Background: an optimization exercise with open tools, aiming at small area and a short achievable clock period. Do not read the settings as production practice. Where RTL was checked, it was by simulation tests only, not by an equivalence proof against the original.

Design nco_core, start of the top module:
module nco_core(clk, reset, mode, fph, word_in, word_out, amplitude);
==> flow/config.mk <==
export PLATFORM = sky130hd
export DESIGN_NAME = nco_core
export DESIGN_NICKNAME = nco_core
export VERILOG_FILES = /design/flow/design.v
export SDC_FILE = /design/flow/constraint.sdc
export NUM_CORES = 4
export LEC_CHECK = 0
export ABC_AREA = 1
export CAP_MARGIN = 20
export CORE_MARGIN = 2
export CORE_UTILIZATION = 40
export SETUP_SLACK_MARGIN = 2.5
export SLEW_MARGIN = 20
export SYNTH_MEMORY_MAX_BITS = 65536
==> flow/constraint.sdc <==
create_clock -name core_clock -period 7.0 [get_ports {clk}]
set_input_delay 1.4000 -clock core_clock [delete_from_list [all_inputs] [get_ports {clk}]]
set_output_delay 1.4000 -clock core_clock [all_outputs]
set_load 0.01 [all_outputs]
standard.sh (not shown) runs the stock make flow with config.mk's settings and CLKGATE_MAP_FILE= SYNTH_SCRIPT=/design/flow/synth_recipe.tcl, a recipe that flattens the netlist after the stock synthesis.
==> flow/flow/run.sh <==
#!/bin/bash
# Standard synthesis and layout (standard.sh), with two layout settings changed:
# ports are buffered with buf_2 instead of the delay-cell buffer buffer_ports picks,
# and timing repair may resize a cell into one of a different footprint.
set -euo pipefail
cd "$(dirname "$0")/.."
bash standard.sh \
  "BUFFER_PORTS_ARGS=-buffer_cell sky130_fd_sc_hd__buf_2" \
  MATCH_CELL_FOOTPRINT=0 \
  finish > flow_make.log 2>&1
Change:
CORE_UTILIZATION = 50   (was 40)
SETUP_SLACK_MARGIN = 2.8   (was 2.5)
Cell area goes up by 3.6%. Wire length came out lower by 4.5%. Global-route usage rises by 6.4 points. Sequential share of layout area shrinks by 0.58 points. Die area drops by 20%. Core utilization grows by 14 points. Register-to-register slack is better by 0.22 ns.

* * *

nco_core, a different RTL version from the one above (not shown whole).
For scale: about 1800 cells after synthesis, ~110 I/O pins, roughly 0.012 mm² of cells after synthesis.
export LEC_CHECK = 0
export ABC_AREA = 1
export CAP_MARGIN = 20
export CORE_MARGIN = 2
export CORE_UTILIZATION = 55
export SETUP_SLACK_MARGIN = 3.0
export SLEW_MARGIN = 20
export SYNTH_MEMORY_MAX_BITS = 65536
create_clock -name core_clock -period 7.0 [get_ports {clk}]
==> flow/flow/run.sh <==
#!/bin/bash
# Standard synthesis and layout (standard.sh), with these layout settings changed:
# - ports are buffered with buf_2 instead of the delay-cell buffer buffer_ports picks;
# - timing repair may resize a cell into one of a different footprint;
# - clock tree: clkbuf_4/clkbuf_8 buffers and no dummy loads.
set -euo pipefail
cd "$(dirname "$0")/.."
bash standard.sh \
  "BUFFER_PORTS_ARGS=-buffer_cell sky130_fd_sc_hd__buf_2" \
  MATCH_CELL_FOOTPRINT=0 \
  "CTS_ARGS=-sink_clustering_enable -repair_clock_nets -dont_use_dummy_load -buf_list sky130_fd_sc_hd__clkbuf_8 -root_buf sky130_fd_sc_hd__clkbuf_8" \
  finish > flow_make.log 2>&1
Next try:
==> flow/flow/run.sh (replaced) <==
#!/bin/bash
# The standard synthesis and layout (standard.sh), with these changes:
# - synthesis: the same script (synth_recipe.tcl and ORFS synth.tcl, so the same registers with
#   the same names and cells), except that ABC maps the logic with flow/abc_nf.script;
# - ports are buffered with buf_1 instead of the delay-cell buffer buffer_ports picks;
# - timing repair may resize a cell into one of a different footprint;
# - clock tree: clkbuf_8 buffers and no dummy loads.
set -euo pipefail
W="$(cd "$(dirname "$0")/.." && pwd)"
cd "$W"
# ORFS synth.tcl with the ABC script replaced after synth_preamble.tcl sets it
sed '/^source \$::env(SCRIPTS_DIR)\/synth_preamble.tcl/a set abc_script $::env(ABCX_SCRIPT)\nset abc_args [list -script $abc_script {*}$lib_args {*}$lib_dont_use_args -constr $::env(OBJECTS_DIR)/abc.constr]' \
  "$FLOW_HOME/scripts/synth.tcl" > flow_synth.tcl
grep -q 'ABCX_SCRIPT' flow_synth.tcl
# The standard flow's synthesis wrapper, sourcing that copy
sed "s|^source \$::env(SCRIPTS_DIR)/synth.tcl|source $W/flow_synth.tcl|" synth_recipe.tcl > flow_synth_recipe.tcl
grep -q "flow_synth.tcl" flow_synth_recipe.tcl
# standard.sh with the synthesis script replaced
sed "s|SYNTH_SCRIPT=[^ ]*|SYNTH_SCRIPT=$W/flow_synth_recipe.tcl|" standard.sh > flow_standard.sh
grep -q "flow_synth_recipe.tcl" flow_standard.sh
export ABCX_SCRIPT="$W/flow/abc_nf.script"
bash flow_standard.sh \
  "BUFFER_PORTS_ARGS=-buffer_cell sky130_fd_sc_hd__buf_1" \
  MATCH_CELL_FOOTPRINT=0 \
  "CTS_ARGS=-sink_clustering_enable -repair_clock_nets -dont_use_dummy_load -buf_list sky130_fd_sc_hd__clkbuf_8 -root_buf sky130_fd_sc_hd__clkbuf_8" \
  finish > flow_make.log 2>&1
==> flow/flow/abc_nf.script (new file) <==
strash
&get -n
&st
&dch
&nf
&put
topo
stime -c
buffer -c
upsize -c
dnsize -c
What happened: The changed run finished clean; global-route usage grows by 1.7 points; final cell count shrinks by 17%; die area shrinks by 5.5%.

* * *

## job 4167
Starting RTL as in the previous note.
clock: 7.0 ns
lec_check: 0
abc_area: 1
cap_margin: 20
core_margin: 2
core_utilization: 55
setup_slack_margin: 3.0
slew_margin: 20
synth_memory_max_bits: 65536
==> flow/flow/run.sh <==
#!/bin/bash
# The standard synthesis and layout (standard.sh), with these layout settings changed:
# - ports are buffered with buf_1 instead of the delay-cell buffer buffer_ports picks
#   (timing repair still resizes the ones on critical paths);
# - timing repair may resize a cell into one of a different footprint;
# - clock tree: clkbuf_8 buffers and no dummy loads.
# All output of the flow goes to flow_make.log; ORFS keeps each step's log under orfs/logs/.
set -euo pipefail
cd "$(dirname "$0")/.."
bash standard.sh \
  "BUFFER_PORTS_ARGS=-buffer_cell sky130_fd_sc_hd__buf_1" \
  MATCH_CELL_FOOTPRINT=0 \
  "CTS_ARGS=-sink_clustering_enable -repair_clock_nets -dont_use_dummy_load -buf_list sky130_fd_sc_hd__clkbuf_8 -root_buf sky130_fd_sc_hd__clkbuf_8" \
  finish > flow_make.log 2>&1
Setup changes, job 4167 to job 9963
==> flow/flow/run.sh <==
#!/bin/bash
# The standard synthesis and layout (standard.sh), with these changes:
# - synthesis: the same script (synth_recipe.tcl and ORFS synth.tcl, so the same registers with
#   the same names and cells), except that ABC maps the logic with flow/abc_nf.script;
# - ports are buffered with buf_2 instead of the delay-cell buffer buffer_ports picks;
# - timing repair may resize a cell into one of a different footprint;
# - clock tree: clkbuf_8 buffers and no dummy loads.
set -euo pipefail
W="$(cd "$(dirname "$0")/.." && pwd)"
cd "$W"
# ORFS synth.tcl with the ABC script replaced after synth_preamble.tcl sets it
sed '/^source \$::env(SCRIPTS_DIR)\/synth_preamble.tcl/a set abc_script $::env(ABCX_SCRIPT)\nset abc_args [list -script $abc_script {*}$lib_args {*}$lib_dont_use_args -constr $::env(OBJECTS_DIR)/abc.constr]' \
  "$FLOW_HOME/scripts/synth.tcl" > flow_synth.tcl
grep -q 'ABCX_SCRIPT' flow_synth.tcl
# The standard flow's synthesis wrapper, sourcing that copy
sed "s|^source \$::env(SCRIPTS_DIR)/synth.tcl|source $W/flow_synth.tcl|" synth_recipe.tcl > flow_synth_recipe.tcl
grep -q "flow_synth.tcl" flow_synth_recipe.tcl
# standard.sh with the synthesis script replaced
sed "s|SYNTH_SCRIPT=[^ ]*|SYNTH_SCRIPT=$W/flow_synth_recipe.tcl|" standard.sh > flow_standard.sh
grep -q "flow_synth_recipe.tcl" flow_standard.sh
export ABCX_SCRIPT="$W/flow/abc_nf.script"
bash flow_standard.sh \
  "BUFFER_PORTS_ARGS=-buffer_cell sky130_fd_sc_hd__buf_2" \
  MATCH_CELL_FOOTPRINT=0 \
  "CTS_ARGS=-sink_clustering_enable -repair_clock_nets -dont_use_dummy_load -buf_list sky130_fd_sc_hd__clkbuf_8 -root_buf sky130_fd_sc_hd__clkbuf_8" \
  finish > flow_make.log 2>&1
==> flow/flow/abc_nf.script (new file) <==
strash
&get -n
&st
&dch
&nf
&put
topo
stime -c
buffer -c
upsize -c
dnsize -c
[summary]
Job 4167 and job 9963 all finish clean. Layout-stage area growth over the synthesis result in job 9963 vs job 4167: up 3.0 points. Number of antenna diodes | job 9963 above job 4167. From job 4167 to job 9963 the numbers moved as follows: number of instances in the synthesized netlist decreased by 380 relative to the old numbers. Taking job 4167 as the reference, in job 9963 portion of the layout cell area used by non-clock buffers now sits higher, via total after detailed routing now sits lower, wire length now sits lower. Delta (job 9963 minus job 4167): utilization after layout rose 2.3 points; worst hold slack lower.
Inputs modified between job 9963 and job 3209:
Settings: swapping 55 for 40 in CORE_UTILIZATION.
==> flow/flow/run.sh <==
#!/bin/bash
# Standard synthesis and layout (standard.sh), with two layout settings changed:
# ports are buffered with buf_2 instead of the delay-cell buffer buffer_ports picks,
# and timing repair may resize a cell into one of a different footprint.
set -euo pipefail
cd "$(dirname "$0")/.."
bash standard.sh \
  "BUFFER_PORTS_ARGS=-buffer_cell sky130_fd_sc_hd__buf_2" \
  MATCH_CELL_FOOTPRINT=0 \
  finish > flow_make.log 2>&1
removed: flow/flow/abc_nf.script
### Flow results
Job 3209 ends up with higher final instance area than job 9963 does.
Taking job 9963 over job 3209, the total standard cell area after synthesis ratio works out to 0.943.
Diff job 9963..job 3209 | number of sinks driven by the clock tree | unchanged
Of the two values seen for largest family of logic cells by synthesized area, compound AO/OA/AOI/OAI gates was produced by job 9963 and simple AND/OR/NAND/NOR gates by job 3209.
Fraction of met3 tracks used by global routing sits lower in job 3209 than in job 9963.
Job 3209 against job 9963: initial antenna violation count decreased by 2 relative to the old numbers, number of non-clock buffers in the layout dropped 19, number of vias per cell decreased by 1.2 relative to the old numbers.
Minimum clock period after layout, job 3209 and job 9963: larger value in job 9963
Run comparison: job 3209 endpoint of the worst setup timing path word_out[47]; job 9963 endpoint of the worst setup timing path U4_pac.xr[4]$_DFF_P_
Re die height: job 3209 is about 20% up on job 9963.
The inputs of job 4249 differ from those of job 3209 as listed below.
Settings: CORE_UTILIZATION: 40 -> 55; CAP_MARGIN: 20 -> 5; SLEW_MARGIN: 20 -> 5.
==> flow/flow/run.sh <==
#!/bin/bash
# The standard synthesis and layout (standard.sh), with these layout settings changed:
# - ports are buffered with buf_1 instead of the delay-cell buffer buffer_ports picks
#   (timing repair still resizes the ones on critical paths);
# - timing repair may resize a cell into one of a different footprint;
# - clock tree: clkbuf_8 buffers and no dummy loads.
# All output of the flow goes to flow_make.log; ORFS keeps each step's log under orfs/logs/.
set -euo pipefail
cd "$(dirname "$0")/.."
bash standard.sh \
  "BUFFER_PORTS_ARGS=-buffer_cell sky130_fd_sc_hd__buf_1" \
  MATCH_CELL_FOOTPRINT=0 \
  "CTS_ARGS=-sink_clustering_enable -repair_clock_nets -dont_use_dummy_load -buf_list sky130_fd_sc_hd__clkbuf_8 -root_buf sky130_fd_sc_hd__clkbuf_8" \
  finish > flow_make.log 2>&1
Findings:
- [compare] base=job 3209 new=job 4249: count of placed standard cells including taps dropped 5.1%, cell count along the critical path barely changed.

* * *

nco_core, a different RTL version from the one above (not shown whole).
For scale: roughly 0.015 mm² of cells after synthesis.
Design nco_core, start of the top module:
module nco_core(clk, reset, mode, fph, word_in, word_out, amplitude);
clock: 7.0 ns
lec_check: 0
abc_area: 1
cap_margin: 20
core_margin: 2
core_utilization: 40
setup_slack_margin: 3.5
slew_margin: 20
synth_memory_max_bits: 65536
run.sh (not shown) runs the stock make flow with config.mk's settings and CLKGATE_MAP_FILE= SYNTH_SCRIPT=/design/flow/synth_recipe.tcl, a recipe that flattens the netlist after the stock synthesis.
Stock flow here: none of the scripts above is used.
Change:
SETUP_SLACK_MARGIN = not set   (was 3.5)
Wire length fell by 13%.
Non-clock buffer count fell by 123.
Clock-buffer cell count fell by 1.
Die area is unchanged.
Via count fell by about 8%.
Utilization fell by 9.7 points.
Setup slack degrades by 1.5 ns.
Cell area fell by 18%.
Change:
SETUP_SLACK_MARGIN = 2.5   (was not set)
Effect:
- setup slack gets better by 1.2 ns
- clock skew barely changes
- synthesized area stays the same
- register-to-register slack gets better by 1.0 ns
- routed wire length rises slightly
- cell count rises slightly
- global-route usage rises by 0.20 points
No run of this note included a check of the RTL's function; only the layout flow was run.

* * *

nco_core with an RTL version that a note above also has.
For scale: ~1800 cells after synthesis, ~120 flip-flops, about 110 I/O pins, about 12000 um^2 of cells after synthesis.
export LEC_CHECK = 0
export ABC_AREA = 1
export CAP_MARGIN = 20
export CORE_MARGIN = 2
export CORE_UTILIZATION = 65
export SETUP_SLACK_MARGIN = 3.0
export SLEW_MARGIN = 20
export SYNTH_MEMORY_MAX_BITS = 65536
create_clock -name core_clock -period 7.0 [get_ports {clk}]
standard.sh (not shown) runs the stock make flow with config.mk's settings and CLKGATE_MAP_FILE= SYNTH_SCRIPT=/design/flow/synth_recipe.tcl, a recipe that flattens the netlist after the stock synthesis.
==> flow/flow/run.sh <==
#!/bin/bash
# Standard synthesis and layout (standard.sh), with these layout settings changed:
# - ports are buffered with buf_2 instead of the delay-cell buffer buffer_ports picks;
# - timing repair may resize a cell into one of a different footprint;
# - clock tree: clkbuf_4/clkbuf_8 buffers and no dummy loads.
set -euo pipefail
cd "$(dirname "$0")/.."
bash standard.sh \
  "BUFFER_PORTS_ARGS=-buffer_cell sky130_fd_sc_hd__buf_2" \
  MATCH_CELL_FOOTPRINT=0 \
  "CTS_ARGS=-sink_clustering_enable -repair_clock_nets -dont_use_dummy_load -buf_list sky130_fd_sc_hd__clkbuf_8 -root_buf sky130_fd_sc_hd__clkbuf_8" \
  finish > flow_make.log 2>&1
The baseline ran to the end with no violations.
==> next run, changes <==
--- a/flow/config.mk
+++ b/flow/config.mk
@@ -9,5 +9,5 @@
 export CAP_MARGIN = 20
 export CORE_MARGIN = 2
-export CORE_UTILIZATION = 65
+export CORE_UTILIZATION = 40
 export SETUP_SLACK_MARGIN = 3.0
 export SLEW_MARGIN = 20
=> Via count falls by about 8%.
==> next run, changes <==
==> flow/flow/run.sh (replaced) <==
#!/bin/bash
# Standard synthesis and layout (standard.sh), with these layout settings changed:
# - ports are buffered with buf_1 instead of the delay-cell buffer buffer_ports picks;
# - timing repair may resize a cell into one of a different footprint;
# - clock tree: clkbuf_4/clkbuf_8 buffers and no dummy loads.
set -euo pipefail
cd "$(dirname "$0")/.."
bash standard.sh \
  "BUFFER_PORTS_ARGS=-buffer_cell sky130_fd_sc_hd__buf_1" \
  MATCH_CELL_FOOTPRINT=0 \
  "CTS_ARGS=-sink_clustering_enable -repair_clock_nets -dont_use_dummy_load -buf_list sky130_fd_sc_hd__clkbuf_8 -root_buf sky130_fd_sc_hd__clkbuf_8" \
  finish > flow_make.log 2>&1
--- a/flow/config.mk
+++ b/flow/config.mk
@@ -9,5 +9,5 @@
 export CAP_MARGIN = 20
 export CORE_MARGIN = 2
-export CORE_UTILIZATION = 40
+export CORE_UTILIZATION = 55
 export SETUP_SLACK_MARGIN = 3.0
 export SLEW_MARGIN = 20
The new run passed the timing, design-rule and antenna checks; core utilization grows by 16 points; design area falls by 1.3%; global-route usage goes up by 9.4 points; count of clock-buffer cells in the layout is unchanged.

* * *

Another version of the RTL of nco_core (not shown whole).
Size: about 120 flip-flops, about 0.014 mm2 of cells after synthesis.
==> flow/config.mk <==
export PLATFORM = sky130hd
export DESIGN_NAME = nco_core
export DESIGN_NICKNAME = nco_core
export VERILOG_FILES = /design/flow/design.v
export SDC_FILE = /design/flow/constraint.sdc
export NUM_CORES = 4
export LEC_CHECK = 0
export ABC_AREA = 1
export CAP_MARGIN = 20
export CORE_MARGIN = 2
export CORE_UTILIZATION = 55
export SETUP_SLACK_MARGIN = 3.0
export SLEW_MARGIN = 20
export SYNTH_MEMORY_MAX_BITS = 65536
==> flow/constraint.sdc <==
create_clock -name core_clock -period 7.0 [get_ports {clk}]
set_input_delay 1.4000 -clock core_clock [delete_from_list [all_inputs] [get_ports {clk}]]
set_output_delay 1.4000 -clock core_clock [all_outputs]
set_load 0.01 [all_outputs]
==> flow/flow/run.sh <==
#!/bin/bash
# Standard synthesis and layout (standard.sh), with these layout settings changed:
# - ports are buffered with buf_2 instead of the delay-cell buffer buffer_ports picks;
# - timing repair may resize a cell into one of a different footprint;
# - clock tree: clkbuf_4/clkbuf_8 buffers and no dummy loads.
set -euo pipefail
cd "$(dirname "$0")/.."
bash standard.sh \
  "BUFFER_PORTS_ARGS=-buffer_cell sky130_fd_sc_hd__buf_2" \
  MATCH_CELL_FOOTPRINT=0 \
  "CTS_ARGS=-sink_clustering_enable -repair_clock_nets -dont_use_dummy_load -buf_list sky130_fd_sc_hd__clkbuf_8 -root_buf sky130_fd_sc_hd__clkbuf_8" \
  finish > flow_make.log 2>&1
The baseline went through all stages and came out clean.
==> next run, changes <==
--- a/flow/config.mk
+++ b/flow/config.mk
@@ -10,4 +10,5 @@
 export CORE_MARGIN = 2
 export CORE_UTILIZATION = 55
+export GPL_TIMING_DRIVEN = 1
 export SETUP_SLACK_MARGIN = 3.0
 export SLEW_MARGIN = 20
Sequential share of layout area stays the same; die area does not change; non-clock buffer count is unchanged; synthesized cell count does not change; clock-buffer cell count is unchanged; via count stays the same; setup slack is unchanged.
==> next run, changes <==
--- a/flow/flow/run.sh
+++ b/flow/flow/run.sh
@@ -9,4 +9,4 @@
   "BUFFER_PORTS_ARGS=-buffer_cell sky130_fd_sc_hd__buf_2" \
   MATCH_CELL_FOOTPRINT=0 \
-  "CTS_ARGS=-sink_clustering_enable -repair_clock_nets -dont_use_dummy_load -buf_list sky130_fd_sc_hd__clkbuf_8 -root_buf sky130_fd_sc_hd__clkbuf_8" \
+  "CTS_ARGS=-sink_clustering_enable -repair_clock_nets -dont_use_dummy_load -buf_list {sky130_fd_sc_hd__clkbuf_4 sky130_fd_sc_hd__clkbuf_8} -sink_clustering_size 12 -root_buf sky130_fd_sc_hd__clkbuf_8" \
   finish > flow_make.log 2>&1
--- a/flow/config.mk
+++ b/flow/config.mk
@@ -10,5 +10,4 @@
 export CORE_MARGIN = 2
 export CORE_UTILIZATION = 55
-export GPL_TIMING_DRIVEN = 1
 export SETUP_SLACK_MARGIN = 3.0
 export SLEW_MARGIN = 20
After rerunning: The new run ran to the end with no violations; via count does not change; worst hold slack stays the same.
No functional check of the RTL was part of any run of this note.

==> what the ideal ports hide <==
How much do the figures lean on ideal ports? The routed layouts below were timed once more, with nothing changed but the port constraints. Step 1 (the two cells are an assumption about what drives the block):
set clk [get_ports {clk}]
set_driving_cell -lib_cell sky130_fd_sc_hd__clkbuf_16 $clk
set_driving_cell -lib_cell sky130_fd_sc_hd__buf_2 [delete_from_list [all_inputs] $clk]
Step 2 moves the port delays by t, midway between the first and last clock arrival at a register: inputs arrive t later, outputs are due t later. That takes back most of the time a late clock gives input paths. Slacks: ideal ports / drivers / drivers and shift; pairs: ideal ports / drivers.
run	shift t [ns]	setup WS [ns]	slew at the worst register clock pin (ns)
the first run of note 1	0.416	2.588 / 2.588 / 2.588	0.09 / 0.09
the second run of note 1	0.417	2.805 / 2.805 / 2.805	0.08 / 0.08
the first run of note 2	0.485	3.035 / 3.035 / 3.035	0.09 / 0.09
the second run of note 2	0.492	2.917 / 2.917 / 2.917	0.10 / 0.10
job 4167	0.488	3.042 / 3.042 / 3.009	0.10 / 0.10
job 9963	0.487	2.902 / 2.902 / 2.902	0.10 / 0.10
job 3209	0.481	3.015 / 2.993 / 2.731	0.06 / 0.06
job 4249	0.493	3.002 / 2.980 / 2.784	0.09 / 0.09
the first run of note 4	0.409	2.940 / 2.940 / 2.940	0.08 / 0.08
the second run of note 4	0.430	1.450 / 1.421 / 1.421	0.08 / 0.08
the third run of note 4	0.425	2.603 / 2.581 / 2.581	0.08 / 0.08
the first run of note 5	0.487	3.004 / 2.993 / 2.818	0.09 / 0.09
the second run of note 5	0.499	2.947 / 2.947 / 2.769	0.09 / 0.09
the third run of note 5	0.488	3.042 / 3.042 / 3.009	0.10 / 0.10
the first run of note 6	0.479	2.936 / 2.918 / 2.885	0.09 / 0.09
the second run of note 6	0.479	2.936 / 2.918 / 2.885	0.09 / 0.09
the third run of note 6	0.479	2.936 / 2.918 / 2.885	0.09 / 0.09
After both steps every run listed still meets setup and hold. The setup slack of job 3209, which loses most, moves by -0.022 ns with the drivers and by -0.284 ns with both steps.
